What follows belongs to an exercise in optimizing a design on an open flow for small area; a production flow would make more cautious choices.
Only simulation tests tie the RTL to the original design; equivalence was not proved.
Power is estimated from default activity; no workload was simulated.

--- design/flow/run.sh ---
#!/bin/bash
# synth_recipe.tcl (not shown) runs the flow's synth.tcl, then flattens the netlist and writes it again
# the make line also repeats each setting of config.mk as NAME=value (left out here)
make -C /OpenROAD-flow-scripts/flow DESIGN_CONFIG=/design/flow/config.mk WORK_HOME=/design/flow/orfs CLKGATE_MAP_FILE= SYNTH_SCRIPT=/design/flow/synth_recipe.tcl finish
--- design/flow/config.mk ---
export PLATFORM = sky130hd
export DESIGN_NAME = saa1099s
export DESIGN_NICKNAME = saa1099s
export VERILOG_FILES = /design/flow/design.v
export SDC_FILE = /design/flow/constraint.sdc
export NUM_CORES = 4
export LEC_CHECK = 0
export ABC_AREA = 1
export CAP_MARGIN = 20
export CORE_MARGIN = 2
export CORE_UTILIZATION = 60
export CTS_BUF_LIST = sky130_fd_sc_hd__clkbuf_16
export CTS_CLUSTER_DIAMETER = 100
export CTS_CLUSTER_SIZE = 30
export SLEW_MARGIN = 20
--- design/flow/constraint.sdc ---
create_clock -name core_clock -period 20.0 [get_ports {clk_sys}]
set_input_delay 4.0000 -clock core_clock [delete_from_list [all_inputs] [get_ports {clk_sys}]]
set_output_delay 4.0000 -clock core_clock [all_outputs]
set_load 0.01 [all_outputs]
--- design/flow/design.v ---
`timescale 1ns / 1ps
`default_nettype none
module saa1099s
(
   input wire   clk_sys,
   input wire   ce,       
   input wire   rst_n,
   input wire   cs_n,
   input wire   a0,       
   input wire   wr_n,
   input wire   [7:0] din,
   output wire  [7:0] out_l,
   output wire  [7:0] out_r
);
reg [7:0] amplit0, amplit1, amplit2, amplit3, amplit4, amplit5;
reg [7:0] freq0, freq1, freq2, freq3, freq4, freq5;
reg [2:0] oct0, oct1, oct2, oct3, oct4, oct5;
reg [5:0] freqenable;
reg [5:0] noiseenable;
reg [1:0] noisegen0, noisegen1;
reg [7:0] envelope0, envelope1;    
reg [1:0] ctrl;
reg [4:0] addr;
reg       wr;
reg       old_wr;
wire      we  = !cs_n & old_wr & !wr_n;
wire      wd  = rst_n & we & !a0;
wire [7:0] dw = din & {8{rst_n}};
wire      rst = ~rst_n | ctrl[1];
always @(posedge clk_sys) begin
	old_wr <= wr_n;
	wr     <= rst_n & we;
	if(~rst_n)        addr <= 0;
	else if(we & a0)  addr <= din[4:0];
	if(~rst_n | (wd & (addr == 5'h00))) amplit0 <= dw;
	if(~rst_n | (wd & (addr == 5'h01))) amplit1 <= dw;
	if(~rst_n | (wd & (addr == 5'h02))) amplit2 <= dw;
	if(~rst_n | (wd & (addr == 5'h03))) amplit3 <= dw;
	if(~rst_n | (wd & (addr == 5'h04))) amplit4 <= dw;
	if(~rst_n | (wd & (addr == 5'h05))) amplit5 <= dw;
	if(~rst_n | (wd & (addr == 5'h08))) freq0 <= dw;
	if(~rst_n | (wd & (addr == 5'h09))) freq1 <= dw;
	if(~rst_n | (wd & (addr == 5'h0A))) freq2 <= dw;
	if(~rst_n | (wd & (addr == 5'h0B))) freq3 <= dw;
	if(~rst_n | (wd & (addr == 5'h0C))) freq4 <= dw;
	if(~rst_n | (wd & (addr == 5'h0D))) freq5 <= dw;
	if(~rst_n | (wd & (addr == 5'h10))) {oct1, oct0} <= {dw[6:4], dw[2:0]};
	if(~rst_n | (wd & (addr == 5'h11))) {oct3, oct2} <= {dw[6:4], dw[2:0]};
	if(~rst_n | (wd & (addr == 5'h12))) {oct5, oct4} <= {dw[6:4], dw[2:0]};
	if(~rst_n | (wd & (addr == 5'h14))) freqenable  <= dw[5:0];
	if(~rst_n | (wd & (addr == 5'h15))) noiseenable <= dw[5:0];
	if(~rst_n | (wd & (addr == 5'h16))) {noisegen1, noisegen0} <= {dw[5:4], dw[1:0]};
	if(~rst_n | (wd & (addr == 5'h18))) envelope0 <= dw;
	if(~rst_n | (wd & (addr == 5'h19))) envelope1 <= dw;
	if(~rst_n | (wd & (addr == 5'h1C))) ctrl <= dw[1:0];
end
wire [2:0] tone0, tone1;
wire       noise0, noise1;
wire [3:0] envl0, envr0, envl1, envr1;
saa1099_triplet top
(
	.rst        (rst),
	.clk_sys    (clk_sys),
	.ce         (ce),
	.env        (envelope0),
	.freq0      (freq0),
	.freq1      (freq1),
	.freq2      (freq2),
	.oct0       (oct0),
	.oct1       (oct1),
	.oct2       (oct2),
	.noise_freq (noisegen0),
	.wr_addr    (wr &  a0 & (din[4:0] == 5'h18)),
	.wr_data    (wr & !a0 & (addr == 5'h18)),
	.tone       (tone0),
	.noise      (noise0),
	.env_l      (envl0),
	.env_r      (envr0)
);
saa1099_triplet bottom
(
	.rst        (rst),
	.clk_sys    (clk_sys),
	.ce         (ce),
	.env        (envelope1),
	.freq0      (freq3),
	.freq1      (freq4),
	.freq2      (freq5),
	.oct0       (oct3),
	.oct1       (oct4),
	.oct2       (oct5),
	.noise_freq (noisegen1),
	.wr_addr    (wr &  a0 & (din[4:0] == 5'h19)),
	.wr_data    (wr & !a0 & (addr == 5'h19)),
	.tone       (tone1),
	.noise      (noise1),
	.env_l      (envl1),
	.env_r      (envr1)
);
wire [5:0] tone  = {tone1, tone0};
wire [5:0] noise = {{3{noise1}}, {3{noise0}}};
wire [5:0] fe    = freqenable;
wire [5:0] ne    = noiseenable;
wire [5:0] on_a  = (fe & ~ne & tone) | (ne & ~fe & noise) | (fe & ne & tone & ~noise);
wire [5:0] half_a = fe & ne & tone & noise;
wire       een0  = envelope0[7];
wire       een1  = envelope1[7];
wire [5:0] on    = on_a   & ~{een1, 2'b00, een0, 2'b00};
wire [5:0] half  = half_a & ~{een1, 2'b00, een0, 2'b00};
wire       sh2_0 = een0 & ~on_a[2] & ~half_a[2];
wire       sh1_0 = een0 & half_a[2];
wire       sh2_1 = een1 & ~on_a[5] & ~half_a[5];
wire       sh1_1 = een1 & half_a[5];
wire [4:0] epl2  = ({5{sh2_0}} & {envl0, 1'b0}) | ({5{sh1_0}} & {1'b0, envl0});
wire [4:0] epr2  = ({5{sh2_0}} & {envr0, 1'b0}) | ({5{sh1_0}} & {1'b0, envr0});
wire [4:0] epl5  = ({5{sh2_1}} & {envl1, 1'b0}) | ({5{sh1_1}} & {1'b0, envl1});
wire [4:0] epr5  = ({5{sh2_1}} & {envr1, 1'b0}) | ({5{sh1_1}} & {1'b0, envr1});
wire [7:0] ol, orr;
saa1099_mix mix_l(.v0(amplit0[3:0]), .v1(amplit1[3:0]), .v2(amplit2[3:0]), .v3(amplit3[3:0]), .v4(amplit4[3:0]), .v5(amplit5[3:0]),
                  .on(on), .half(half), .ep2(epl2), .ep5(epl5), .o(ol));
saa1099_mix mix_r(.v0(amplit0[7:4]), .v1(amplit1[7:4]), .v2(amplit2[7:4]), .v3(amplit3[7:4]), .v4(amplit4[7:4]), .v5(amplit5[7:4]),
                  .on(on), .half(half), .ep2(epr2), .ep5(epr5), .o(orr));
reg       ced;
reg [7:0] out_l_r, out_r_r;
always @(posedge clk_sys) begin
	ced <= ce;
	if(ced) begin
		out_l_r <= ol  & {8{ctrl[0]}};
		out_r_r <= orr & {8{ctrl[0]}};
	end
end
assign out_l = out_l_r;
assign out_r = out_r_r;
endmodule
module saa1099_triplet
(
	input  wire       rst,
	input  wire       clk_sys,
	input  wire       ce,
	input  wire [7:0] env,
	input  wire [7:0] freq0, freq1, freq2,
	input  wire [2:0] oct0, oct1, oct2,
	input  wire [1:0] noise_freq,
	input  wire       wr_addr,
	input  wire       wr_data,
	output wire [2:0] tone,
	output wire       noise,
	output wire [3:0] env_l,
	output wire [3:0] env_r
);
wire pulse_noise, pulse_envelope;
saa1099_tone  freq_gen0(.rst(rst), .clk_sys(clk_sys), .ce(ce), .oct(oct0), .freq(freq0), .out(tone[0]), .pulse(pulse_noise));
saa1099_tone  freq_gen1(.rst(rst), .clk_sys(clk_sys), .ce(ce), .oct(oct1), .freq(freq1), .out(tone[1]), .pulse(pulse_envelope));
saa1099_tone  freq_gen2(.rst(rst), .clk_sys(clk_sys), .ce(ce), .oct(oct2), .freq(freq2), .out(tone[2]), .pulse());
saa1099_noise noise_gen(.rst(rst), .clk_sys(clk_sys), .ce(ce), .pulse_noise(pulse_noise), .noise_freq(noise_freq), .out(noise));
saa1099_env   env_gen  (.rst(rst), .clk_sys(clk_sys), .envreg(env), .wr_addr(wr_addr), .wr_data(wr_data),
                        .pulse_envelope(pulse_envelope), .env_l(env_l), .env_r(env_r));
endmodule
module saa1099_tone
(
	input  wire       rst,
	input  wire       clk_sys,
	input  wire       ce,
	input  wire [2:0] oct,
	input  wire [7:0] freq,
	output reg        out,
	output reg        pulse
);
reg [8:0] nh;
reg [7:0] nl;
reg [2:0] octl;
reg [17:0] c;
reg [16:0] s;
integer i;
always @* begin
	c[0] = ce;
	for(i = 0; i < 17; i = i + 1) begin
		s[i]   = (i < 8 ? nl[i] : nh[i-8]) ^ c[i];
		c[i+1] = c[i] & (i < 8 ? nl[i] : nh[i-8]);
	end
end
wire       fire  = c[8] & ~nh[0] & &nh[8:1];      
wire       load  = rst | fire;
wire [2:0] octn  = load ? oct : octl;
wire [7:0] nmask = ~(8'hFF >> octn);
always @(posedge clk_sys) begin
	octl  <= octn;
	nl    <= (s[7:0] & {8{~rst}}) | nmask;
	nh    <= load ? {1'b0, freq} : s[16:8];
	pulse <= ~rst & fire;
	out   <= ~rst & (out ^ fire);
end
endmodule
module saa1099_noise
(
	input  wire       rst,
	input  wire       clk_sys,
	input  wire       ce,
	input  wire       pulse_noise,
	input  wire [1:0] noise_freq,
	output wire       out
);
reg  [16:0] lfsr;
wire [16:0] new_lfsr = {(lfsr[0] ^ lfsr[2] ^ !lfsr), lfsr[16:1]};
reg  [10:0] ncount;
wire        ext   = (noise_freq == 2'd3);
reg  [11:0] c;
reg  [10:0] s;
integer i;
always @* begin
	c[0] = ce & ~ext;
	for(i = 0; i < 11; i = i + 1) begin
		s[i]   = ncount[i] ^ c[i];
		c[i+1] = c[i] & ncount[i];
	end
end
wire [2:0]  nm    = ~{ext, noise_freq[1], noise_freq != 2'd0};
wire        ld    = rst | c[11];
wire        step  = ext ? pulse_noise : c[11];
always @(posedge clk_sys) begin
	ncount[7:0]  <= s[7:0] & {8{~rst}};
	ncount[10:8] <= ld ? nm : s[10:8];
	if(rst)       lfsr <= 0;
	else if(step) lfsr <= new_lfsr;
end
assign out = lfsr[0];
endmodule
module saa1099_env
(
	input  wire       rst,
	input  wire       clk_sys,
	input  wire [7:0] envreg,
	input  wire       wr_addr,
	input  wire       wr_data,
	input  wire       pulse_envelope,
	output wire [3:0] env_l,
	output wire [3:0] env_r
);
reg [2:0] shape;
reg       stereo;
wire      resolution = envreg[4];
wire      enable     = envreg[7];
reg [3:0] counter;
reg       phase;
wire[3:0] mask = {3'b000, resolution};
reg       clock;
reg       new_data;
wire      phase_ok = ~(shape[2] & ~shape[1]) | phase;    
always @(posedge clk_sys) begin
	if(rst | ~enable) begin
		new_data <= 0;
		stereo   <= envreg[0];
		shape    <= envreg[3:1];
		clock    <= envreg[5];
		phase    <= 0;
		counter  <= 0;
	end
	else begin
		if(wr_data) new_data <= 1;
		if(clock ? wr_addr : pulse_envelope) begin
			counter <= counter + resolution + 1'd1;
			if((counter | mask) == 15) begin
				if(phase_ok) begin
					if(~shape[0]) counter <= 15;
					if(new_data | shape[0]) begin
						new_data <= 0;
						stereo   <= envreg[0];
						shape    <= envreg[3:1];
						clock    <= envreg[5];
						phase    <= 0;
						if(new_data) counter <= 0;
					end
				end else begin
					phase <= 1;
				end
			end
		end
	end
end
reg [1:0] sel;
always @* begin
	case(shape)
		3'd0:       sel = 2'd0;
		3'd1:       sel = 2'd1;
		3'd2, 3'd3: sel = phase ? 2'd0 : 2'd2;
		3'd4, 3'd5: sel = phase ? 2'd2 : 2'd3;
		default:    sel = phase ? 2'd0 : 2'd3;
	endcase
end
wire [3:0] lev = (sel == 2'd0) ? 4'd0 :
                 (sel == 2'd1) ? 4'd15 :
                 (sel == 2'd2) ? ~counter : counter;
assign env_l = lev & ~mask;
assign env_r = env_l ^ ({4{stereo}} & ~mask);
endmodule
module saa1099_mix
(
	input  wire [3:0] v0, v1, v2, v3, v4, v5,
	input  wire [5:0] on,
	input  wire [5:0] half,
	input  wire [4:0] ep2, ep5,
	output wire [7:0] o
);
wire s1 = (v2[1] & ep2[0]) ^ (v5[1] & ep5[0]);
wire s2 = (v2[1] & ep2[0]) & (v5[1] & ep5[0]);
wire s3 = (v2[1] & ep2[1]) ^ (v2[2] & ep2[0]) ^ (v5[1] & ep5[1]);
wire s4 = ((v2[1] & ep2[1]) & (v2[2] & ep2[0])) | ((v2[1] & ep2[1]) & (v5[1] & ep5[1])) | ((v2[2] & ep2[0]) & (v5[1] & ep5[1]));
wire s5 = (v5[2] & ep5[0]) ^ s2 ^ s3;
wire s6 = ((v5[2] & ep5[0]) & s2) | ((v5[2] & ep5[0]) & s3) | (s2 & s3);
wire s7 = (v2[1] & ep2[2]) ^ (v2[2] & ep2[1]) ^ (v2[3] & ep2[0]);
wire s8 = ((v2[1] & ep2[2]) & (v2[2] & ep2[1])) | ((v2[1] & ep2[2]) & (v2[3] & ep2[0])) | ((v2[2] & ep2[1]) & (v2[3] & ep2[0]));
wire s9 = (v5[1] & ep5[2]) ^ (v5[2] & ep5[1]) ^ (v5[3] & ep5[0]);
wire s10 = ((v5[1] & ep5[2]) & (v5[2] & ep5[1])) | ((v5[1] & ep5[2]) & (v5[3] & ep5[0])) | ((v5[2] & ep5[1]) & (v5[3] & ep5[0]));
wire s11 = s4 ^ s7 ^ s9;
wire s12 = (s4 & s7) | (s4 & s9) | (s7 & s9);
wire s13 = s6 ^ s11;
wire s14 = s6 & s11;
wire s15 = (half[0] & v0[0]) ^ (half[1] & v1[0]) ^ (half[3] & v3[0]);
wire s16 = ((half[0] & v0[0]) & (half[1] & v1[0])) | ((half[0] & v0[0]) & (half[3] & v3[0])) | ((half[1] & v1[0]) & (half[3] & v3[0]));
wire s17 = (half[4] & v4[0]) ^ ((v2[1] & ep2[3]) | (half[2] & v2[0])) ^ (v2[2] & ep2[2]);
wire s18 = ((half[4] & v4[0]) & ((v2[1] & ep2[3]) | (half[2] & v2[0]))) | ((half[4] & v4[0]) & (v2[2] & ep2[2])) | (((v2[1] & ep2[3]) | (half[2] & v2[0])) & (v2[2] & ep2[2]));
wire s19 = (v2[3] & ep2[1]) ^ ((v5[1] & ep5[3]) | (half[5] & v5[0])) ^ (v5[2] & ep5[2]);
wire s20 = ((v2[3] & ep2[1]) & ((v5[1] & ep5[3]) | (half[5] & v5[0]))) | ((v2[3] & ep2[1]) & (v5[2] & ep5[2])) | (((v5[1] & ep5[3]) | (half[5] & v5[0])) & (v5[2] & ep5[2]));
wire s21 = (v5[3] & ep5[1]) ^ s15 ^ s8;
wire s22 = ((v5[3] & ep5[1]) & s15) | ((v5[3] & ep5[1]) & s8) | (s15 & s8);
wire s23 = s10 ^ s17 ^ s19;
wire s24 = (s10 & s17) | (s10 & s19) | (s17 & s19);
wire s25 = s12 ^ s21 ^ s23;
wire s26 = (s12 & s21) | (s12 & s23) | (s21 & s23);
wire s27 = s14 ^ s25;
wire s28 = s14 & s25;
wire s29 = ((on[0] & v0[0]) | (half[0] & v0[1])) ^ ((on[1] & v1[0]) | (half[1] & v1[1])) ^ ((on[3] & v3[0]) | (half[3] & v3[1]));
wire s30 = (((on[0] & v0[0]) | (half[0] & v0[1])) & ((on[1] & v1[0]) | (half[1] & v1[1]))) | (((on[0] & v0[0]) | (half[0] & v0[1])) & ((on[3] & v3[0]) | (half[3] & v3[1]))) | (((on[1] & v1[0]) | (half[1] & v1[1])) & ((on[3] & v3[0]) | (half[3] & v3[1])));
wire s31 = ((on[4] & v4[0]) | (half[4] & v4[1])) ^ ((v2[1] & ep2[4]) | ((on[2] & v2[0]) | (half[2] & v2[1]))) ^ (v2[2] & ep2[3]);
wire s32 = (((on[4] & v4[0]) | (half[4] & v4[1])) & ((v2[1] & ep2[4]) | ((on[2] & v2[0]) | (half[2] & v2[1])))) | (((on[4] & v4[0]) | (half[4] & v4[1])) & (v2[2] & ep2[3])) | (((v2[1] & ep2[4]) | ((on[2] & v2[0]) | (half[2] & v2[1]))) & (v2[2] & ep2[3]));
wire s33 = (v2[3] & ep2[2]) ^ ((v5[1] & ep5[4]) | ((on[5] & v5[0]) | (half[5] & v5[1]))) ^ (v5[2] & ep5[3]);
wire s34 = ((v2[3] & ep2[2]) & ((v5[1] & ep5[4]) | ((on[5] & v5[0]) | (half[5] & v5[1])))) | ((v2[3] & ep2[2]) & (v5[2] & ep5[3])) | (((v5[1] & ep5[4]) | ((on[5] & v5[0]) | (half[5] & v5[1]))) & (v5[2] & ep5[3]));
wire s35 = (v5[3] & ep5[2]) ^ s16 ^ s29;
wire s36 = ((v5[3] & ep5[2]) & s16) | ((v5[3] & ep5[2]) & s29) | (s16 & s29);
wire s37 = s18 ^ s20 ^ s31;
wire s38 = (s18 & s20) | (s18 & s31) | (s20 & s31);
wire s39 = s33 ^ s22 ^ s35;
wire s40 = (s33 & s22) | (s33 & s35) | (s22 & s35);
wire s41 = s24 ^ s37 ^ s39;
wire s42 = (s24 & s37) | (s24 & s39) | (s37 & s39);
wire s43 = s26 ^ s28 ^ s41;
wire s44 = (s26 & s28) | (s26 & s41) | (s28 & s41);
wire s45 = ((on[0] & v0[1]) | (half[0] & v0[2])) ^ ((on[1] & v1[1]) | (half[1] & v1[2])) ^ ((on[3] & v3[1]) | (half[3] & v3[2]));
wire s46 = (((on[0] & v0[1]) | (half[0] & v0[2])) & ((on[1] & v1[1]) | (half[1] & v1[2]))) | (((on[0] & v0[1]) | (half[0] & v0[2])) & ((on[3] & v3[1]) | (half[3] & v3[2]))) | (((on[1] & v1[1]) | (half[1] & v1[2])) & ((on[3] & v3[1]) | (half[3] & v3[2])));
wire s47 = ((on[4] & v4[1]) | (half[4] & v4[2])) ^ ((v2[2] & ep2[4]) | ((on[2] & v2[1]) | (half[2] & v2[2]))) ^ (v2[3] & ep2[3]);
wire s48 = (((on[4] & v4[1]) | (half[4] & v4[2])) & ((v2[2] & ep2[4]) | ((on[2] & v2[1]) | (half[2] & v2[2])))) | (((on[4] & v4[1]) | (half[4] & v4[2])) & (v2[3] & ep2[3])) | (((v2[2] & ep2[4]) | ((on[2] & v2[1]) | (half[2] & v2[2]))) & (v2[3] & ep2[3]));
wire s49 = ((v5[2] & ep5[4]) | ((on[5] & v5[1]) | (half[5] & v5[2]))) ^ (v5[3] & ep5[3]) ^ s30;
wire s50 = (((v5[2] & ep5[4]) | ((on[5] & v5[1]) | (half[5] & v5[2]))) & (v5[3] & ep5[3])) | (((v5[2] & ep5[4]) | ((on[5] & v5[1]) | (half[5] & v5[2]))) & s30) | ((v5[3] & ep5[3]) & s30);
wire s51 = s45 ^ s32 ^ s34;
wire s52 = (s45 & s32) | (s45 & s34) | (s32 & s34);
wire s53 = s47 ^ s36 ^ s49;
wire s54 = (s47 & s36) | (s47 & s49) | (s36 & s49);
wire s55 = s38 ^ s51 ^ s40;
wire s56 = (s38 & s51) | (s38 & s40) | (s51 & s40);
wire s57 = s53 ^ s42 ^ s55;
wire s58 = (s53 & s42) | (s53 & s55) | (s42 & s55);
wire s59 = s44 ^ s57;
wire s60 = s44 & s57;
wire s61 = ((on[0] & v0[2]) | (half[0] & v0[3])) ^ ((on[1] & v1[2]) | (half[1] & v1[3])) ^ ((on[3] & v3[2]) | (half[3] & v3[3]));
wire s62 = (((on[0] & v0[2]) | (half[0] & v0[3])) & ((on[1] & v1[2]) | (half[1] & v1[3]))) | (((on[0] & v0[2]) | (half[0] & v0[3])) & ((on[3] & v3[2]) | (half[3] & v3[3]))) | (((on[1] & v1[2]) | (half[1] & v1[3])) & ((on[3] & v3[2]) | (half[3] & v3[3])));
wire s63 = ((on[4] & v4[2]) | (half[4] & v4[3])) ^ ((v2[3] & ep2[4]) | ((on[2] & v2[2]) | (half[2] & v2[3]))) ^ ((v5[3] & ep5[4]) | ((on[5] & v5[2]) | (half[5] & v5[3])));
wire s64 = (((on[4] & v4[2]) | (half[4] & v4[3])) & ((v2[3] & ep2[4]) | ((on[2] & v2[2]) | (half[2] & v2[3])))) | (((on[4] & v4[2]) | (half[4] & v4[3])) & ((v5[3] & ep5[4]) | ((on[5] & v5[2]) | (half[5] & v5[3])))) | (((v2[3] & ep2[4]) | ((on[2] & v2[2]) | (half[2] & v2[3]))) & ((v5[3] & ep5[4]) | ((on[5] & v5[2]) | (half[5] & v5[3]))));
wire s65 = s46 ^ s61 ^ s48;
wire s66 = (s46 & s61) | (s46 & s48) | (s61 & s48);
wire s67 = s50 ^ s63 ^ s52;
wire s68 = (s50 & s63) | (s50 & s52) | (s63 & s52);
wire s69 = s65 ^ s54 ^ s67;
wire s70 = (s65 & s54) | (s65 & s67) | (s54 & s67);
wire s71 = s56 ^ s69 ^ s58;
wire s72 = (s56 & s69) | (s56 & s58) | (s69 & s58);
wire s73 = s60 ^ s71;
wire s74 = s60 & s71;
wire s75 = (on[0] & v0[3]) ^ (on[1] & v1[3]) ^ (on[3] & v3[3]);
wire s76 = ((on[0] & v0[3]) & (on[1] & v1[3])) | ((on[0] & v0[3]) & (on[3] & v3[3])) | ((on[1] & v1[3]) & (on[3] & v3[3]));
wire s77 = (on[4] & v4[3]) ^ (on[2] & v2[3]) ^ (on[5] & v5[3]);
wire s78 = ((on[4] & v4[3]) & (on[2] & v2[3])) | ((on[4] & v4[3]) & (on[5] & v5[3])) | ((on[2] & v2[3]) & (on[5] & v5[3]));
wire s79 = s62 ^ s75 ^ s64;
wire s80 = (s62 & s75) | (s62 & s64) | (s75 & s64);
wire s81 = s77 ^ s66 ^ s79;
wire s82 = (s77 & s66) | (s77 & s79) | (s66 & s79);
wire s83 = s68 ^ s81 ^ s70;
wire s84 = (s68 & s81) | (s68 & s70) | (s81 & s70);
wire s85 = s83 ^ s72 ^ s74;
wire s86 = (s83 & s72) | (s83 & s74) | (s72 & s74);
wire s87 = s76 ^ s78 ^ s80;
wire s88 = (s76 & s78) | (s76 & s80) | (s78 & s80);
wire s89 = s82 ^ s87 ^ s84;
wire s90 = (s82 & s87) | (s82 & s84) | (s87 & s84);
wire s91 = s89 ^ s86;
wire s92 = s89 & s86;
wire s93 = s88 ^ s90 ^ s92;
wire s94 = (s88 & s90) | (s88 & s92) | (s90 & s92);
wire p95 = 1'b1 ^ ~s1;
wire p96 = 1'b1 & ~s1;
wire p97 = p96 ^ ~s5;
wire p98 = p96 & ~s5;
wire p99 = 1'b1 ^ ~s1 ^ ~s13;
wire p100 = (1'b1 & ~s1) | (1'b1 & ~s13) | (~s1 & ~s13);
wire p101 = p98 ^ p99;
wire p102 = p98 & p99;
wire p103 = ~s5 ^ p100 ^ ~s27;
wire p104 = (~s5 & p100) | (~s5 & ~s27) | (p100 & ~s27);
wire p105 = p102 ^ p103;
wire p106 = p102 & p103;
wire p107 = ~s13 ^ p104 ^ ~s43;
wire p108 = (~s13 & p104) | (~s13 & ~s43) | (p104 & ~s43);
wire p109 = p106 ^ p107;
wire p110 = p106 & p107;
wire p111 = s1 ^ ~s27 ^ ~s59;
wire p112 = (s1 & ~s27) | (s1 & ~s59) | (~s27 & ~s59);
wire p113 = p108 ^ p111 ^ p110;
wire p114 = (p108 & p111) | (p108 & p110) | (p111 & p110);
wire p115 = s1 ^ s5 ^ ~s43;
wire p116 = (s1 & s5) | (s1 & ~s43) | (s5 & ~s43);
wire p117 = ~s73 ^ p112 ^ p115;
wire p118 = (~s73 & p112) | (~s73 & p115) | (p112 & p115);
wire p119 = p117 ^ p114;
wire p120 = p117 & p114;
wire p121 = s5 ^ s13 ^ ~s59;
wire p122 = (s5 & s13) | (s5 & ~s59) | (s13 & ~s59);
wire p123 = p116 ^ p121 ^ p118;
wire p124 = (p116 & p121) | (p116 & p118) | (p121 & p118);
wire p125 = ~s85 ^ p120 ^ p123;
wire p126 = (~s85 & p120) | (~s85 & p123) | (p120 & p123);
wire p127 = s13 ^ s27 ^ ~s73;
wire p128 = (s13 & s27) | (s13 & ~s73) | (s27 & ~s73);
wire p129 = p122 ^ p127 ^ ~s91;
wire p130 = (p122 & p127) | (p122 & ~s91) | (p127 & ~s91);
wire p131 = p124 ^ p129 ^ p126;
wire p132 = (p124 & p129) | (p124 & p126) | (p129 & p126);
wire p133 = s27 ^ s43 ^ p128;
wire p134 = (s27 & s43) | (s27 & p128) | (s43 & p128);
wire p135 = ~s85 ^ p133 ^ p130;
wire p136 = (~s85 & p133) | (~s85 & p130) | (p133 & p130);
wire p137 = ~s93 ^ p135 ^ p132;
wire p138 = (~s93 & p135) | (~s93 & p132) | (p135 & p132);
wire p139 = s43 ^ s59 ^ ~s91;
wire p140 = (s43 & s59) | (s43 & ~s91) | (s59 & ~s91);
wire p141 = p134 ^ ~s94 ^ p139;
wire p142 = (p134 & ~s94) | (p134 & p139) | (~s94 & p139);
wire p143 = p136 ^ p141 ^ p138;
wire p144 = (p136 & p141) | (p136 & p138) | (p141 & p138);
wire p145 = 1'b1 ^ s59 ^ s73;
wire p146 = (1'b1 & s59) | (1'b1 & s73) | (s59 & s73);
wire p147 = p145 ^ p140 ^ ~s93;
wire p148 = (p145 & p140) | (p145 & ~s93) | (p140 & ~s93);
wire p149 = p142 ^ p147 ^ p144;
wire p150 = (p142 & p147) | (p142 & p144) | (p147 & p144);
wire p151 = 1'b1 ^ s73 ^ p146;
wire p152 = (1'b1 & s73) | (1'b1 & p146) | (s73 & p146);
wire p153 = s85 ^ p151 ^ ~s94;
wire p154 = (s85 & p151) | (s85 & ~s94) | (p151 & ~s94);
wire p155 = p148 ^ p153 ^ p150;
wire p156 = (p148 & p153) | (p148 & p150) | (p153 & p150);
wire p157 = s85 ^ s91 ^ p152;
wire p158 = (s85 & s91) | (s85 & p152) | (s91 & p152);
wire p159 = p157 ^ p154 ^ p156;
wire p160 = (p157 & p154) | (p157 & p156) | (p154 & p156);
wire p161 = 1'b1 ^ s91 ^ s93;
wire p162 = (1'b1 & s91) | (1'b1 & s93) | (s91 & s93);
wire p163 = p158 ^ p161 ^ p160;
wire p164 = (p158 & p161) | (p158 & p160) | (p161 & p160);
wire p165 = 1'b1 ^ s94 ^ s93;
wire p166 = (1'b1 & s94) | (1'b1 & s93) | (s94 & s93);
wire p167 = p162 ^ p165 ^ p164;
wire p168 = (p162 & p165) | (p162 & p164) | (p165 & p164);
wire p169 = 1'b1 ^ s94 ^ p166;
wire p170 = (1'b1 & s94) | (1'b1 & p166) | (s94 & p166);
wire p171 = p169 ^ p168;
wire p172 = p169 & p168;
wire p173 = p170 ^ p172;
wire p174 = p170 & p172;
assign o = {p171, p167, p163, p159, p155, p149, p143, p137};
endmodule
==> results.py, run 1 <==
metrics = {
    "grt": {
        "antenna_found_initial": 0,
        "grt_pass1_vias": 12700,
        "grtUsageTotal_pct": 23.5,
        "grt_pass1_wl_mm": 63.1,
        "grt_max_degree": 80,
        "overflow": 0,
    },
    "critical_path": {
        "worst_ep_required_time_ps": 20380,
        "cp-start-kind": "register",
        "cp-end-kind": "register",
        "cp_num_cells": 26,
        "endpoint": "out_l_r[6]",
        "cp_top_family": "adder cells",
        "crit_path_top_delay_cell": "dfxtp_1",
        "critPathLaunch": "bottom.noise_gen.lfsr[0]",
        "path_class": "register to register",
        "timing.rr.start": "bottom.noise_gen.lfsr[0]",
        "r2r-end": "out_l_r[6]",
        "rrSetupSlack_ps": 11080,
        "worst_path_largest_cell_delay_ps": 520,
        "path_buf_inv": 5,
        "crit_arrival_ps": 9300,
        "worst-path-max-fanout": 8,
        "reg2reg_depth": 26,
        "path_common_cell": "fa_1",
    },
    "clocking": {
        "cts_max_level": 1,
        "path_clk_slew_ps": 110,
        "clock_insertion_delay_worst_skew_ps": 540,
        "cts_setup_buffers": 0,
        "hold_buffers": 0,
        "clkSinkCount": 378,
        "cts_tree": "yes",
        "ctsResizeCount": 0,
        "clk_path_buf_depth": 3,
        "numCtsBuffers": 17,
        "clockRootBuffer": "clkbuf_16",
    },
    "synthesis": {
        "async_reset_ff_share_pct": 0,
        "synth_nets": 2279,
        "synth_cells": 1983,
        "syn_avg_cell_area_um2": 9.95,
        "synth_cell_types": 45,
        "synthesis.area_um2": 19700,
        "ys_warn_count": 4,
        "dominantRegCellSynth": "dfxtp_1",
        "synth_seq_cells": 378,
        "synth_edf_count": 172,
        "ys_seq_area_share_pct": 47.1,
    },
    "timing": {
        "max_freq_mhz": 112,
        "fin_crit_ps": 8920,
        "setup-violations-final": 0,
        "whs_ps": 432,
        "final_max_slew_viol_count": 0,
        "relSlewSlack_pct": 25.3,
        "hold_viol_final": 0,
        "finalClockSkew_ps": 40.7,
        "tns_ps": 0,
        "period_share_pct": 44.6,
        "tightest_slew_ps": 1120,
        "rsz0062_at_grt": "false",
    },
    "final_layout": {
        "drive_above_1_share_pct": 4.10,
        "mostFrequentLayoutCell": "nand2_1",
        "fin_nets": 2308,
        "postLayoutCellArea_um2": 21000,
        "insertedDiodeCount": 0,
        "final_cell_mix": "nand2_1 (403), inv_1 (359), dfxtp_1 (206), edfxtp_1 (172), ha_1 (154)",
        "area_delta_synth_final_pct": 6.53,
    },
    "power_and_ir_drop": {
        "leakagePower_nw": 9.58,
        "power.density_nw_per_um2": 88.2,
        "ir_drop_mv": 0.0754,
    },
    "route": {
        "avgViaCountPerCell": 5.22,
        "drt_iter0_markers": 692,
        "antenna_left": 0,
        "post_drt_wl_per_cell_um": 15.6,
        "drc": 0,
        "num_vias": 12900,
        "routed_wl_mm": 38.3,
        "dr.pass1.iters": 5,
    },
    "floorplan": {
        "coreArea_um2": 32500,
        "start_util_pct": 60.8,
        "rows": 66,
        "die_w_um": 185,
        "dieArea_um2": 34300,
        "ioPinCount": 30,
        "die_y_um": 185,
    },
    "placement": {
        "io_buffers": 29,
        "globalplace.congestion": 0.871,
        "placed_area_um2": 20500,
        "dpl.hpwl_mm": 28.3,
    },
    "run": {
        "cap_violations": 0,
    },
    "worst_hold_path": {
        "hold_path_class": "register to register",
    },
    "status": {
        "status": "timing/DRC/antenna clean",
    },
}
-- where the power goes --
| group | leakage (nW) | internal, mW | switching (mW) | total, mW |
|---|---|---|---|---|
| clock network | 0.283 | 0.164 | 0.243 | 0.406 |
| registers | 3.44 | 0.894 | 0.0271 | 0.921 |
| logic | 5.86 | 0.226 | 0.300 | 0.526 |
-- layer usage --
layer	wire length, µm	global-route usage [%]
met1	17500	31.4
met2	18800	42.1
met3	1340	1.81
met4	731	4.79
met5	0	0
-- synthesized netlist by cell type (all sizes together) (12+ instances only) --
cell	instances	area, µm²
nand2	410	1560
inv	357	1340
dfxtp	206	4120
edfxtp	172	5160
ha	154	1930
fa	128	2560
nor2	124	494
nand3	116	591
o21ai	87	435
a21oi	77	385
nand4	32	200
buf	26	174
mux2	21	263
o22ai	20	125
clkbuf	12	45.0
-- layout make-up --
class	instances	area, µm²
clock inverters	13	87.6
well taps	442	553
clock buffers	17	425
fillers	2729	11400
repair buffers	48	433
flip-flops and latches	378	9290
inverters	357	1340
multi-input cells	1210	8880
-- sequential cells by signal (all words and copies together), names as in the netlist, 9 cells and up --
| register | cells |
|---|---|
| bottom.noise_gen.lfsr | 17 |
| bottom.noise_gen.ncount | 11 |
| top.freq_gen0.nh | 9 |
| bottom.freq_gen0.nh | 9 |
| top.noise_gen.ncount | 11 |
| top.freq_gen1.nh | 9 |
| top.noise_gen.lfsr | 17 |
| bottom.freq_gen1.nh | 9 |
| bottom.freq_gen2.nh | 9 |
| top.freq_gen2.nh | 9 |
-- stage by stage --
step | worst slack (ps) | std cells | util (%) | power (mW)
finish | 11080 | 2465 | 64.7 | 1.85
global placement | 11240 | 2435 | 63.2 | 1.45
detailed placement | 11120 | 2435 | 63.2 | 1.47
floorplan | 11600 | 1983 | - | 1.33
global route | 10530 | 2465 | 64.7 | 2.01
CTS | 11080 | 2465 | 64.7 | 1.88
-- cell families (layout without fill, tap and decap cells) --
| group | Yosys count | count (layout) | synth area share [%] |
|---|---|---|---|
| multiplexers | 21 | 21 | 1.33 |
| buffers and inverters | 395 | 435 | 7.92 |
| XOR/XNOR | 11 | 11 | 0.488 |
| AO/OA/AOI/OAI | 205 | 205 | 5.64 |
| flip-flops | 378 | 378 | 47.1 |
| AND/OR/NAND/NOR | 691 | 691 | 14.8 |
| adder cells (fa/ha/maj) | 282 | 282 | 22.8 |
-- how the worst min path moves through the flow --
stage,from,to,cells past startpoint
6_report,envelope1[3],bottom.env_gen.shape[2],0
5_1_grt,envelope0[2],top.env_gen.shape[1],0
4_1_cts,envelope1[3],bottom.env_gen.shape[2],0
3_5_place_dp,envelope1[0],bottom.env_gen.stereo,0
3_3_place_gp,envelope1[3],bottom.env_gen.shape[2],0
2_1_floorplan,envelope1[5],bottom.env_gen.clock,0
-- worst reg2reg max path, delay by kind of cell (launching register included) --
| family | cells | cell delay [ps] |
|---|---|---|
| and+or+nand+nor | 3 | 460 |
| buffers and inverters | 5 | 400 |
| DFF | 1 | 520 |
| adders and majority gates | 17 | 7140 |
| AOI/OAI and AO/OA | 1 | 280 |
==> inputs of run 2 (changes only) <==
==> design/flow/flow/run.sh (new file) <==
#!/bin/bash
# Layout flow: the standard flow, with two changes to synthesis:
#  1. the final ABC mapping uses an area-oriented script (flow/area.abc);
#  2. after synthesis, flow/polarity.py removes inverters around full
#     adders (a full adder is self-dual) from the netlist.
# Registers are those of the standard synthesis (same RTL, same passes up
# to and including flip-flop mapping). Each step logs to its own file here.
set -euo pipefail
F=$(pwd)
R=$F/orfs/results/$FLOW_PLATFORM/saa1099s/base

# synthesis script: the standard flow's, with abc's -script argument pointed at area.abc
{
  echo "proc abc {args} { set i [lsearch \$args -script]; if {\$i >= 0} { lset args [expr {\$i + 1}] $F/flow/area.abc }; yosys abc {*}\$args }"
  cat $F/synth_recipe.tcl
} > $F/own_synth.tcl
sed "s#SYNTH_SCRIPT=[^ ]*#SYNTH_SCRIPT=$F/own_synth.tcl#" $F/standard.sh > $F/own_standard.sh

bash $F/own_standard.sh synth > $F/log_synth.txt 2>&1
cp $R/1_2_yosys.v $F/synth_before_polarity.v
python3 $F/flow/polarity.py $F/synth_before_polarity.v $R/1_2_yosys.v > $F/log_polarity.txt 2>&1
rm -f $R/1_synth.odb $R/1_synth.sdc
bash $F/own_standard.sh > $F/log_layout.txt 2>&1
test -f $FLOW_OUT/final.def
==> design/flow/flow/area.abc (new file) <==
&get -n
&st
&dch
&nf -a
&put
topo
dnsize -c
==> design/flow/flow/polarity.py (new file) <==
#!/usr/bin/env python3
"""Remove inverters around full adders in a Yosys-written flat netlist.

A full adder is self-dual: FA(~a, ~b, ~c) = ~FA(a, b, c) on both outputs.
Synthesis (extract_fa after a generic ABC pass) leaves many full adders whose
inputs come through inverters. This pass flips such adders when that lowers
the inverter count, then removes double inversions and merges inverters that
share an input. Flip-flops are not touched.

usage: polarity.py in.v out.v
"""
import re, sys, collections

INV = "sky130_fd_sc_hd__inv_1"

def parse(path):
    txt = open(path).read()
    m = re.search(r'module\s+(\S+)\s*\((.*?)\);', txt, re.S)
    head_end = m.end()
    body = txt[head_end:txt.rindex('endmodule')]
    decls = []
    cells = []
    pos = 0
    cell_re = re.compile(r'\s*(sky130_fd_sc_hd__\w+)\s+(\S+(?:\s)?)\s*\((.*?)\);', re.S)
    stmt_re = re.compile(r'\s*(input|output|inout|wire)\b(.*?);', re.S)
    while True:
        mm = stmt_re.match(body, pos)
        if mm:
            decls.append((mm.group(1), mm.group(2).strip()))
            pos = mm.end(); continue
        mm = cell_re.match(body, pos)
        if mm:
            pins = collections.OrderedDict()
            for p, n in re.findall(r'\.(\w+)\(\s*((?:\\\S+\s)|[^)\s]*)\s*\)', mm.group(3)):
                pins[p] = n.strip()
            cells.append([mm.group(1), mm.group(2).strip(), pins])
            pos = mm.end(); continue
        if body[pos:].strip() == '':
            break
        raise SystemExit("parse error near: " + body[pos:pos+200])
    return txt[:head_end], decls, cells

OUTPINS = {'X', 'Y', 'Q', 'Q_N', 'SUM', 'COUT', 'HI', 'LO'}

class Net:
    pass

def main(src, dst):
    head, decls, cells = parse(src)
    ports_out = set()
    for kind, rest in decls:
        if kind == 'output':
            m = re.match(r'(\[\d+:\d+\])?\s*(.*)', rest)
            rng, name = m.group(1), m.group(2).strip()
            if rng:
                hi, lo = map(int, rng[1:-1].split(':'))
                for i in range(min(hi, lo), max(hi, lo) + 1):
                    ports_out.add('%s[%d]' % (name, i))
            else:
                ports_out.add(name)
    cells = {c[1]: c for c in cells}
    order = list(cells)
    newwires = []
    cnt = [0]
    def fresh():
        cnt[0] += 1
        n = '_pol%d_' % cnt[0]
        newwires.append(n)
        return n
    def inst():
        cnt[0] += 1
        return '_polc%d_' % cnt[0]

    def maps():
        drv = {}; loads = collections.defaultdict(list)
        for name in order:
            if name not in cells: continue
            typ, _, pins = cells[name]
            for p, n in pins.items():
                if p in OUTPINS: drv[n] = (name, p)
                else: loads[n].append((name, p))
        return drv, loads

    def is_inv(name):
        return name in cells and re.match(r'sky130_fd_sc_hd__(clk)?inv_\d+$', cells[name][0])

    def is_fa(name):
        return name in cells and re.match(r'sky130_fd_sc_hd__fa_\d+$', cells[name][0])

    def inv_of(net, drv, loads):
        """an existing inverter whose input is net, or None"""
        for (c, p) in loads.get(net, []):
            if is_inv(c) and p == 'A':
                return c
        return None

    def flip_cost(f, drv, loads):
        typ, _, pins = cells[f]
        delta = 0
        for p in ('A', 'B', 'CIN'):
            n = pins[p]
            d = drv.get(n)
            if d and is_inv(d[0]):
                # input comes through an inverter; it is freed if f is its only load
                ls = loads[n]
                if len(ls) == 1 and pins[p] == n and n not in ports_out:
                    delta -= 1
            else:
                if inv_of(n, drv, loads) is None:
                    delta += 1
        for p in ('SUM', 'COUT'):
            n = pins[p]
            ls = loads.get(n, [])
            nonInv = [l for l in ls if not (is_inv(l[0]) and l[1] == 'A')]
            invs = [l for l in ls if is_inv(l[0]) and l[1] == 'A']
            delta -= len(invs)
            if nonInv or n in ports_out:
                delta += 1
        return delta

    def do_flip(f, drv, loads):
        typ, _, pins = cells[f]
        for p in ('A', 'B', 'CIN'):
            n = pins[p]
            d = drv.get(n)
            if d and is_inv(d[0]):
                pins[p] = cells[d[0]][2]['A']
            else:
                e = inv_of(n, drv, loads)
                if e is None:
                    nn = fresh()
                    c = inst()
                    cells[c] = [INV, c, collections.OrderedDict([('A', n), ('Y', nn)])]
                    order.append(c)
                    pins[p] = nn
                else:
                    pins[p] = cells[e][2]['Y']
        for p in ('SUM', 'COUT'):
            n = pins[p]
            ls = loads.get(n, [])
            nn = fresh()
            pins[p] = nn
            keep = False
            for (c, q) in ls:
                if c == f: continue
                if is_inv(c) and q == 'A':
                    # this inverter's output equals nn now: move its loads to nn
                    y = cells[c][2]['Y']
                    if y in ports_out:
                        # keep a buffer-free path: re-drive the port from an inverter of nn... keep the inverter
                        cells[c][2]['A'] = nn  # now gives ~nn = original n ... wrong polarity
                        # undo: port needs ~n = nn; so connect through two inverters is wasteful;
                        # simply leave inverter chain: nn -> inv -> n -> inv -> y
                        cells[c][2]['A'] = n
                        keep = True
                        continue
                    for name in order:
                        if name not in cells: continue
                        for pp, nx in cells[name][2].items():
                            if nx == y and pp not in OUTPINS:
                                cells[name][2][pp] = nn
                    del cells[c]
                else:
                    keep = True
            if keep or n in ports_out:
                c = inst()
                cells[c] = [INV, c, collections.OrderedDict([('A', nn), ('Y', n)])]
                order.append(c)

    def cleanup():
        changed = True
        while changed:
            changed = False
            drv, loads = maps()
            # remove inverters without loads
            for name in list(order):
                if is_inv(name):
                    y = cells[name][2]['Y']
                    if not loads.get(y) and y not in ports_out:
                        del cells[name]; changed = True
            if changed: continue
            # double inversion: inv2(inv1(x)) -> x
            for name in list(order):
                if not is_inv(name): continue
                a = cells[name][2]['A']; y = cells[name][2]['Y']
                d = drv.get(a)
                if d and is_inv(d[0]) and y not in ports_out:
                    x = cells[d[0]][2]['A']
                    for (c, p) in loads.get(y, []):
                        cells[c][2][p] = x
                    del cells[name]
                    changed = True
                    break
            if changed: continue
            # merge inverters with the same input
            seen = {}
            for name in list(order):
                if not is_inv(name): continue
                a = cells[name][2]['A']; y = cells[name][2]['Y']
                if a in seen and y not in ports_out:
                    y0 = cells[seen[a]][2]['Y']
                    for (c, p) in loads.get(y, []):
                        cells[c][2][p] = y0
                    del cells[name]
                    changed = True
                    break
                seen.setdefault(a, name)

    def count_inv():
        return sum(1 for n in order if is_inv(n))

    before = count_inv()
    cleanup()
    improved = True
    passes = 0
    while improved and passes < 50:
        improved = False
        passes += 1
        drv, loads = maps()
        for f in [n for n in order if is_fa(n)]:
            if f not in cells: continue
            drv, loads = maps()
            c = flip_cost(f, drv, loads)
            if c < 0:
                n0 = count_inv()
                do_flip(f, drv, loads)
                cleanup()
                n1 = count_inv()
                if n1 < n0:
                    improved = True
    after = count_inv()
    sys.stderr.write("inverters: %d -> %d\n" % (before, after))

    out = [head]
    for kind, rest in decls:
        out.append('  %s %s ;' % (kind, rest))
    for n in newwires:
        out.append('  wire %s ;' % n)
    for name in order:
        if name not in cells: continue
        typ, nm, pins = cells[name]
        out.append('  %s %s (' % (typ, nm))
        out.append(',\n'.join('    .%s(%s)' % (p, (n + ' ') if n.startswith('\\') else n) for p, n in pins.items()))
        out.append('  );')
    out.append('endmodule')
    open(dst, 'w').write('\n'.join(out) + '\n')

if __name__ == '__main__':
    main(sys.argv[1], sys.argv[2])
==> design/flow/standard.sh (new file) <==
#!/bin/bash
# synth_recipe.tcl (not shown) runs the flow's synth.tcl, then flattens the netlist and writes it again
# the make line also repeats each setting of config.mk as NAME=value (left out here)
make -C /OpenROAD-flow-scripts/flow DESIGN_CONFIG=/design/flow/config.mk WORK_HOME=/design/flow/orfs CLKGATE_MAP_FILE= SYNTH_SCRIPT=/design/flow/synth_recipe.tcl "${@:-finish}"
removed: design/flow/run.sh
==> results.py, run 2 <==
metrics = {
    "power_and_ir_drop": {
        "pwr-share-seq_pct": 45.8,
        "switchingPower_mw": 0.641,
        "switching_share_pct": 31.2,
        "power.density_nw_per_um2": 102,
        "ir_drop_mv": 0.0782,
        "intPower_mw": 1.41,
        "combPwrFrac_pct": 34.6,
        "leakagePower_nw": 8.17,
        "pwr-share-clk_pct": 19.6,
    },
    "final_layout": {
        "fin_nets": 1860,
        "drive_above_1_share_pct": 3.30,
        "mostFrequentLayoutCell": "dfxtp_1",
        "fill_cells": 2392,
        "reg.largest.list": "bottom.noise_gen.lfsr (17), top.noise_gen.lfsr (17)",
        "final_util_pct": 65.8,
        "area_delta_synth_final_pct": 8.34,
        "insertedDiodeCount": 0,
        "instances_no_fill": 1970,
        "final_cell_mix": "dfxtp_1 (206), edfxtp_1 (172), ha_1 (154), nor2_1 (128), fa_1 (128)",
    },
    "placement": {
        "dp_cells": 1941,
        "globalplace.congestion": 0.880,
        "io_buffers": 29,
        "dpl.hpwl_mm": 25.5,
    },
    "timing": {
        "hold_viol_final": 0,
        "relSlewSlack_pct": 30.0,
        "fin_crit_ps": 9690,
        "finalClockSkew_ps": 24.8,
        "final_max_slew_viol_count": 0,
        "tightest_slew_ps": 1050,
        "period_share_pct": 48.4,
        "tns_ps": 0,
        "rsz0062_at_grt": "false",
        "max_freq_mhz": 103,
        "whs_ps": 432,
        "setup-violations-final": 0,
    },
    "grt": {
        "antenna_found_initial": 0,
        "grt_pass1_wl_mm": 57.0,
        "gr-usage-met3_pct": 2.17,
        "met1_usage_pct": 30.8,
        "met2_usage_pct": 37.5,
        "grt_max_degree": 105,
        "overflow": 0,
        "busiest_layer": "met2",
        "grtUsageTotal_pct": 22.0,
        "grt_pass1_vias": 11200,
    },
    "critical_path": {
        "worst-path-max-fanout": 5,
        "cp-end-kind": "register",
        "timing.rr.start": "top.env_gen.shape[1]",
        "crit_arrival_ps": 10080,
        "path_common_cell": "fa_1",
        "path_class": "register to register",
        "crit_path_top_delay_cell": "nor3b_1",
        "path_buf_inv": 2,
        "r2r-end": "out_r_r[6]",
        "reg2reg_depth": 27,
        "worst_path_largest_cell_delay_ps": 520,
        "cp_top_family": "adder cells",
        "cp-start-kind": "register",
        "worst_ep_required_time_ps": 20390,
        "rrSetupSlack_ps": 10310,
    },
    "route": {
        "post_drt_wl_per_cell_um": 17.4,
        "routed_wl_mm": 34.3,
        "dr.pass1.iters": 5,
        "num_vias": 11000,
        "drt_iter0_markers": 627,
        "drc": 0,
        "antenna_left": 0,
        "avgViaCountPerCell": 5.58,
    },
    "floorplan": {
        "start_util_pct": 60.7,
        "die_w_um": 180,
        "dieArea_um2": 32300,
        "die_y_um": 180,
        "rows": 64,
        "coreArea_um2": 30500,
        "ioPinCount": 30,
    },
    "worst_hold_path": {
        "min_to": "top.env_gen.shape[0]",
        "min_path_cells": 0,
        "holdCritStartpoint": "envelope0[1]",
        "hold_path_class": "register to register",
    },
    "clocking": {
        "cts_max_level": 1,
        "path_clk_slew_ps": 110,
        "cts_setup_buffers": 0,
        "clockRootBuffer": "clkbuf_16",
        "hold_buffers": 0,
        "numCtsBuffers": 17,
        "clock_insertion_delay_worst_skew_ps": 530,
        "clk_path_buf_depth": 3,
        "ctsResizeCount": 0,
        "clkSinkCount": 378,
        "cts_tree": "yes",
    },
    "synthesis": {
        "synth_nets": 1786,
        "ys_warn_count": 4,
        "synth_cells": 1490,
        "syn_avg_cell_area_um2": 12.4,
        "synthesis.area_um2": 18500,
    },
    "status": {
        "status": "timing/DRC/antenna clean",
    },
    "run": {
        "cap_violations": 0,
    },
}
## run 2: cell types whose count changed in the layout (fill, tap and decap cells not counted), sizes merged, moves of 13 or more
| cell | change |
|---|---|
| a21oi | -49 |
| nand2 | -292 |
| mux2i | +18 |
| and2 | +70 |
| nor2b | +13 |
| a22o | +44 |
| inv | -326 |
| nand4 | -22 |
| clkinv | +73 |
| mux2 | +27 |
| nand3 | -86 |
| a211o | +16 |
## run 2: worst max-delay path by stage
| stage | startpoint | end | slack (ps) | depth (start not counted) |
|---|---|---|---|---|
| floorplan | rst_n | top.freq_gen0.nl[5] | 10860 | 5 |
| global placement | top.env_gen.shape[1] | out_r_r[6] | 10500 | 27 |
| detailed placement | top.env_gen.shape[1] | out_r_r[6] | 10280 | 27 |
| CTS | top.env_gen.shape[1] | out_r_r[6] | 10250 | 27 |
| global route | top.env_gen.shape[1] | out_r_r[6] | 9820 | 27 |
| finish | top.env_gen.shape[1] | out_r_r[6] | 10310 | 27 |
## run 2: cell type report
class / count / area, µm² / area share (%)
well taps: 396 / 495 / 2.47
flip-flops and latches: 378 / 9290 / 46.3
clock buffers: 17 / 425 / 2.12
clock inverters: 12 / 83.8 / 0.418
inverters: 105 / 394 / 1.96
repair buffers: 55 / 500 / 2.49
multi-input cells: 1007 / 8880 / 44.3
## run 2: layer usage
layer | wire length (µm) | vias to the layer above | share of wire (%)
li1 | - | 5386 | -
met1 | 16000 | 5387 | 47
met2 | 16300 | 173 | 48
met3 | 1180 | 49 | 3.4
met4 | 724 | 0 | 2.1
met5 | 0 | - | 0
## run 2: power groups by stage
stage | logic [mW] | registers, mW | clock network, mW
2_1_floorplan | 0.539 | 0.959 | 0
3_3_place_gp | 0.698 | 0.958 | 0
3_5_place_dp | 0.728 | 0.960 | 0
4_1_cts | 0.730 | 0.942 | 0.416
5_1_grt | 0.846 | 0.950 | 0.444
6_report | 0.710 | 0.941 | 0.404
## run 2: through the flow
stage / power (mW) / setup slack [ps] / cell area (µm²)
6_report: 2.06 / 10310 / 20100
4_1_cts: 2.09 / 10250 / 20100
3_5_place_dp: 1.69 / 10280 / 19500
5_1_grt: 2.24 / 9820 / 20100
3_3_place_gp: 1.66 / 10500 / 19500
2_1_floorplan: 1.50 / 10860 / 18500
==> inputs of run 3 (changes only) <==
--- a/design/flow/flow/run.sh
+++ b/design/flow/flow/run.sh
@@ -15,5 +15,8 @@
   cat $F/synth_recipe.tcl
 } > $F/own_synth.tcl
-sed "s#SYNTH_SCRIPT=[^ ]*#SYNTH_SCRIPT=$F/own_synth.tcl#" $F/standard.sh > $F/own_standard.sh
+# and the port buffers are the smallest buffer cell
+sed -e "s#SYNTH_SCRIPT=[^ ]*#SYNTH_SCRIPT=$F/own_synth.tcl#" \
+    -e "s#\"\${@:-finish}\"#BUFFER_PORTS_ARGS='-buffer_cell sky130_fd_sc_hd__buf_1' \"\${@:-finish}\"#" \
+    $F/standard.sh > $F/own_standard.sh
 
 bash $F/own_standard.sh synth > $F/log_synth.txt 2>&1
==> results.py, run 3 <==
metrics = {
    "final_layout": {
        "final_util_pct": 65.1,
        "fill_cells": 2420,
        "final_cell_mix": "dfxtp_1 (206), edfxtp_1 (172), ha_1 (154), nor2_1 (128), fa_1 (128)",
        "ff_latch_area_um2": 9290,
        "reg.largest.list": "bottom.noise_gen.lfsr (17), top.noise_gen.lfsr (17)",
        "area_delta_synth_final_pct": 7.17,
        "fin_nets": 1856,
        "mostFrequentLayoutCell": "dfxtp_1",
        "multi_input_area_um2": 8890,
        "drive_above_1_share_pct": 3.18,
        "insertedDiodeCount": 0,
    },
    "clocking": {
        "numCtsBuffers": 17,
        "cts_tree": "yes",
        "clock_insertion_delay_worst_skew_ps": 540,
        "path_clk_slew_ps": 120,
        "cts_setup_buffers": 0,
        "hold_buffers": 0,
        "clk_path_buf_depth": 3,
        "clockRootBuffer": "clkbuf_16",
        "cts_max_level": 1,
        "clkSinkCount": 378,
        "ctsResizeCount": 0,
    },
    "power_and_ir_drop": {
        "switchingPower_mw": 0.646,
        "switching_share_pct": 31.7,
        "ir_drop_mv": 0.0879,
        "intPower_mw": 1.39,
        "power.density_nw_per_um2": 103,
        "combPwrFrac_pct": 33.8,
        "leakagePower_nw": 8.07,
        "pwr-share-seq_pct": 46.2,
        "pwr-share-clk_pct": 20.0,
    },
    "synthesis": {
        "synthesis.area_um2": 18500,
        "synth_cells": 1490,
        "ys_warn_count": 4,
        "syn_avg_cell_area_um2": 12.4,
        "synth_nets": 1786,
    },
    "floorplan": {
        "rows": 64,
        "ioPinCount": 30,
        "dieArea_um2": 32300,
        "coreArea_um2": 30500,
        "die_w_um": 180,
        "start_util_pct": 60.7,
        "die_y_um": 180,
    },
    "route": {
        "antenna_left": 0,
        "drc": 0,
        "avgViaCountPerCell": 5.55,
        "post_drt_wl_per_cell_um": 17.4,
        "routed_wl_mm": 34.3,
        "dr.pass1.iters": 5,
        "num_vias": 10900,
        "drt_iter0_markers": 641,
    },
    "placement": {
        "place_ws_ps": 10290,
        "globalplace.congestion": 0.874,
        "io_buffers": 29,
        "dpl.hpwl_mm": 25.3,
    },
    "critical_path": {
        "worst_ep_required_time_ps": 20390,
        "worst-path-max-fanout": 5,
        "cp-end-kind": "register",
        "path_class": "register to register",
        "cp-start-kind": "register",
        "crit_arrival_ps": 10090,
    },
    "run": {
        "cap_violations": 0,
    },
    "timing": {
        "whs_ps": 437,
        "period_share_pct": 48.5,
        "fin_crit_ps": 9700,
        "setup-violations-final": 0,
        "rsz0062_at_grt": "false",
        "max_freq_mhz": 103,
        "tightest_slew_ps": 1120,
        "finalClockSkew_ps": 40.7,
        "relSlewSlack_pct": 24.4,
        "hold_viol_final": 0,
        "setup_ws_ps": 10300,
        "tns_ps": 0,
        "final_max_slew_viol_count": 0,
    },
    "grt": {
        "grt_pass1_vias": 11100,
        "grt_pass1_wl_mm": 56.9,
        "grt_max_degree": 105,
        "grtUsageTotal_pct": 21.9,
        "overflow": 0,
        "antenna_found_initial": 0,
    },
    "status": {
        "status": "timing/DRC/antenna clean",
    },
    "worst_hold_path": {
        "hold_path_class": "register to register",
    },
}
[run 3: power by group through the flow]
stage / clock network [mW] / logic (mW) / registers [mW]
6_report: 0.408 / 0.689 / 0.941
4_1_cts: 0.424 / 0.715 / 0.942
2_1_floorplan: 0 / 0.539 / 0.959
5_1_grt: 0.445 / 0.833 / 0.949
3_5_place_dp: 0 / 0.713 / 0.960
3_3_place_gp: 0 / 0.679 / 0.958
[run 3: routing by layer]
layer / GRT usage (%) / part of all wire [%] / vias to the layer above
li1: - / - / 5375
met1: 30.2 / 47 / 5354
met2: 37.9 / 48 / 162
met3: 2.35 / 3.3 / 35
met4: 4.46 / 1.9 / 0
met5: 0 / 0 / -
[run 3: metrics by stage]
stage / cells / cell area, µm² / total power [mW]
after global placement: 1936 / 19300 / 1.64
after global routing: 1967 / 19900 / 2.23
after detailed placement: 1936 / 19300 / 1.67
final: 1967 / 19900 / 2.04
after CTS: 1966 / 19800 / 2.08
after floorplan: 1490 / 18500 / 1.50
[run 3: critical path: stages, from the launching register on]
cell	delay [ps]
edfxtp_1	450
nor3b_1	490
nor2_1	80
a211o_1	360
xnor2_1	280
o22ai_1	170
and2_0	240
fa_1	430
fa_1	400
fa_1	480
fa_1	410
fa_1	470
ha_1	360
clkinv_1	180
fa_1	480
fa_1	410
fa_1	440
maj3_1	360
maj3_1	380
fa_1	390
fa_1	390
fa_1	390
fa_1	390
fa_1	370
clkinv_1	60
fa_1	170
fa_1	400
nor2b_1	110
[run 3: layout make-up]
class,instances,share of cell area (%)
multi-input cells,1007,44.8
repair buffers,51,1.37
inverters,105,1.99
well taps,396,2.50
flip-flops and latches,378,46.8
clock buffers,17,2.14
clock inverters,13,0.466
[run 3: path summary, 6_finish.rpt]
path / slack [ps] / end / start / depth (start not counted)
max: 10300 / out_r_r[6] / top.env_gen.shape[1] / 27
min: 440 / top.env_gen.stereo / envelope0[0] / 0
max reg2reg: 10300 / out_r_r[6] / top.env_gen.shape[1] / 27
min reg2reg: 440 / top.env_gen.stereo / envelope0[0] / 0
==> inputs of run 4 (changes only) <==
--- a/design/flow/design.v
+++ b/design/flow/design.v
@@ -187,5 +187,5 @@
 	octl  <= octn;
 	nl    <= (s[7:0] & {8{~rst}}) | nmask;
-	nh    <= load ? {1'b0, freq} : s[16:8];
+	nh    <= (s[16:8] | {9{rst}}) & ({9{~load}} | {1'b0, freq});
 	pulse <= ~rst & fire;
 	out   <= ~rst & (out ^ fire);
--- a/design/flow/config.mk
+++ b/design/flow/config.mk
@@ -13,3 +13,4 @@
 export CTS_CLUSTER_DIAMETER = 100
 export CTS_CLUSTER_SIZE = 30
+export GPL_TIMING_DRIVEN = 0
 export SLEW_MARGIN = 20
==> results.py, run 4 <==
metrics = {
    "status": {
        "status": "timing/DRC/antenna clean",
    },
    "critical_path": {
        "worst-path-max-fanout": 8,
        "worst_ep_required_time_ps": 20370,
        "cp-start-kind": "register",
        "cp-end-kind": "register",
        "crit_arrival_ps": 10360,
        "path_class": "register to register",
    },
    "route": {
        "drt_iter0_markers": 646,
        "met3_length_mm": 1.37,
        "dr.pass1.iters": 5,
        "top_layer": "met4",
        "antenna_left": 0,
        "met1_length_mm": 16.1,
        "wl_met2_mm": 15.9,
        "drc": 0,
        "routed_wl_mm": 34.0,
        "post_drt_wl_per_cell_um": 17.6,
        "num_vias": 10900,
        "avgViaCountPerCell": 5.63,
    },
    "timing": {
        "fin_crit_ps": 9990,
        "whs_ps": 430,
        "rsz0062_at_grt": "false",
        "setup-violations-final": 0,
        "relSlewSlack_pct": 23.5,
        "period_share_pct": 50.0,
        "tns_ps": 0,
        "max_freq_mhz": 100,
        "final_max_slew_viol_count": 0,
        "setup_ws_ps": 10010,
        "finalClockSkew_ps": 32.5,
        "hold_viol_final": 0,
        "tightest_slew_ps": 1130,
    },
    "clocking": {
        "ctsResizeCount": 0,
        "path_clk_slew_ps": 110,
        "clockRootBuffer": "clkbuf_16",
        "cts_tree": "yes",
        "cts_setup_buffers": 0,
        "clk_path_buf_depth": 3,
        "clock_insertion_delay_worst_skew_ps": 530,
        "cts_max_level": 1,
        "numCtsBuffers": 17,
        "clkSinkCount": 378,
        "hold_buffers": 0,
    },
    "worst_hold_path": {
        "hold_path_class": "register to register",
    },
    "final_layout": {
        "fill_cells": 2408,
        "area_delta_synth_final_pct": 7.55,
        "reg.largest.list": "bottom.noise_gen.lfsr (17), top.noise_gen.lfsr (17)",
        "drive_above_1_share_pct": 3.38,
        "insertedDiodeCount": 0,
        "instances_no_fill": 1934,
        "final_cell_mix": "dfxtp_1 (206), edfxtp_1 (172), ha_1 (154), fa_1 (128), nor2_1 (127)",
        "mostFrequentLayoutCell": "dfxtp_1",
        "fin_nets": 1823,
        "postLayoutCellArea_um2": 19800,
    },
    "power_and_ir_drop": {
        "leakagePower_nw": 7.91,
        "ir_drop_mv": 0.0782,
        "power.density_nw_per_um2": 103,
    },
    "placement": {
        "place_ws_ps": 10020,
        "placed_area_um2": 19300,
        "dpl.hpwl_mm": 25.0,
        "io_buffers": 29,
        "globalplace.congestion": 0.875,
        "dp_cells": 1904,
    },
    "floorplan": {
        "die_y_um": 179,
        "ioPinCount": 30,
        "dieArea_um2": 32100,
        "coreArea_um2": 30400,
        "rows": 64,
        "start_util_pct": 60.5,
        "die_w_um": 179,
    },
    "synthesis": {
        "synth_cells": 1468,
        "ys_warn_count": 4,
        "syn_avg_cell_area_um2": 12.5,
        "synthesis.area_um2": 18400,
        "synth_nets": 1764,
    },
    "grt": {
        "antenna_found_initial": 0,
        "grt_pass1_wl_mm": 55.9,
        "overflow": 0,
        "grtUsageTotal_pct": 22.3,
        "grt_max_degree": 60,
        "grt_pass1_vias": 10900,
    },
    "run": {
        "cap_violations": 0,
    },
}
run 4: power by group:
group	internal (mW)	switching (mW)
clock	0.164	0.242
sequential	0.909	0.0302
combinational	0.325	0.368
total	1.40	0.641
run 4: final cells by class:
| class | count | area [µm²] | share of cell area [%] |
|---|---|---|---|
| Sequential cell | 378 | 9290 | 46.9 |
| Multi-Input combinational cell | 988 | 8830 | 44.6 |
| Tap cell | 396 | 495 | 2.50 |
| Clock buffer | 17 | 425 | 2.15 |
| Inverter | 102 | 383 | 1.93 |
| Timing Repair Buffer | 40 | 278 | 1.40 |
| Clock inverter | 13 | 93.8 | 0.474 |
run 4: worst paths after layout:
path                             end  cells after the start  slack [ps]                  start
min reg2reg  bottom.env_gen.shape[0]                      0         430           envelope1[1]
max                       out_l_r[6]                     24       10010  top.noise_gen.lfsr[0]
min          bottom.env_gen.shape[0]                      0         430           envelope1[1]
max reg2reg               out_l_r[6]                     24       10010  top.noise_gen.lfsr[0]
run 4: metrics by stage:
step,total power [mW],utilization (%)
6_report,2.04,65.0
5_1_grt,2.23,65.0
4_1_cts,2.07,65.0
3_5_place_dp,1.67,63.3
3_3_place_gp,1.63,62.5
2_1_floorplan,1.49,-
run 4: per-layer routing:
metal | GRT usage (%) | vias to the layer above
met3 | 2.29 | 41
met5 | 0 | -
li1 | - | 5350
met4 | 4.44 | 0
met1 | 31.8 | 5325
met2 | 37.3 | 178
run 4: critical path, cell delays in order (launching register included):
cell	delay (ps)
dfxtp_1	590
nand2_1	170
o21ai_0	790
a22o_1	270
fa_1	470
fa_1	520
fa_1	440
fa_1	410
fa_1	460
ha_1	370
clkinv_1	180
fa_1	480
fa_1	430
fa_1	450
maj3_1	360
maj3_1	380
fa_1	450
fa_1	460
fa_1	460
fa_1	460
fa_1	430
clkinv_1	80
fa_1	200
fa_1	390
nor2b_1	110

==> what the ideal ports hide <==
Ports are ideal in the flow. The routed layouts listed here were re-timed in OpenROAD.
Step 1: set_driving_cell puts a clkbuf_16 on clk_sys and a buf_2 on each other input, an assumption about the parent block.
Step 2 times the ports against the registers' clock, not the clock port: input delays grow and output delays shrink by t, the midpoint of the rising clock arrivals with the driver on.
Slacks: no drivers / after step 1 / after step 2; pairs: no drivers / after step 1.
| run | shift t [ns] | slack for setup (ns) | clock arrival spread, ns | cell pins on the clock port's net |
|---|---|---|---|---|
| run 1 | 0.572 | 11.081 / 11.081 / 11.081 | 0.040 / 0.041 | 1 |
| run 2 | 0.573 | 10.314 / 10.314 / 10.314 | 0.025 / 0.025 | 1 |
| run 3 | 0.569 | 10.303 / 10.303 / 10.303 | 0.041 / 0.041 | 1 |
| run 4 | 0.568 | 10.007 / 10.007 / 10.007 | 0.040 / 0.040 | 1 |
After both steps every run listed still meets setup and hold.
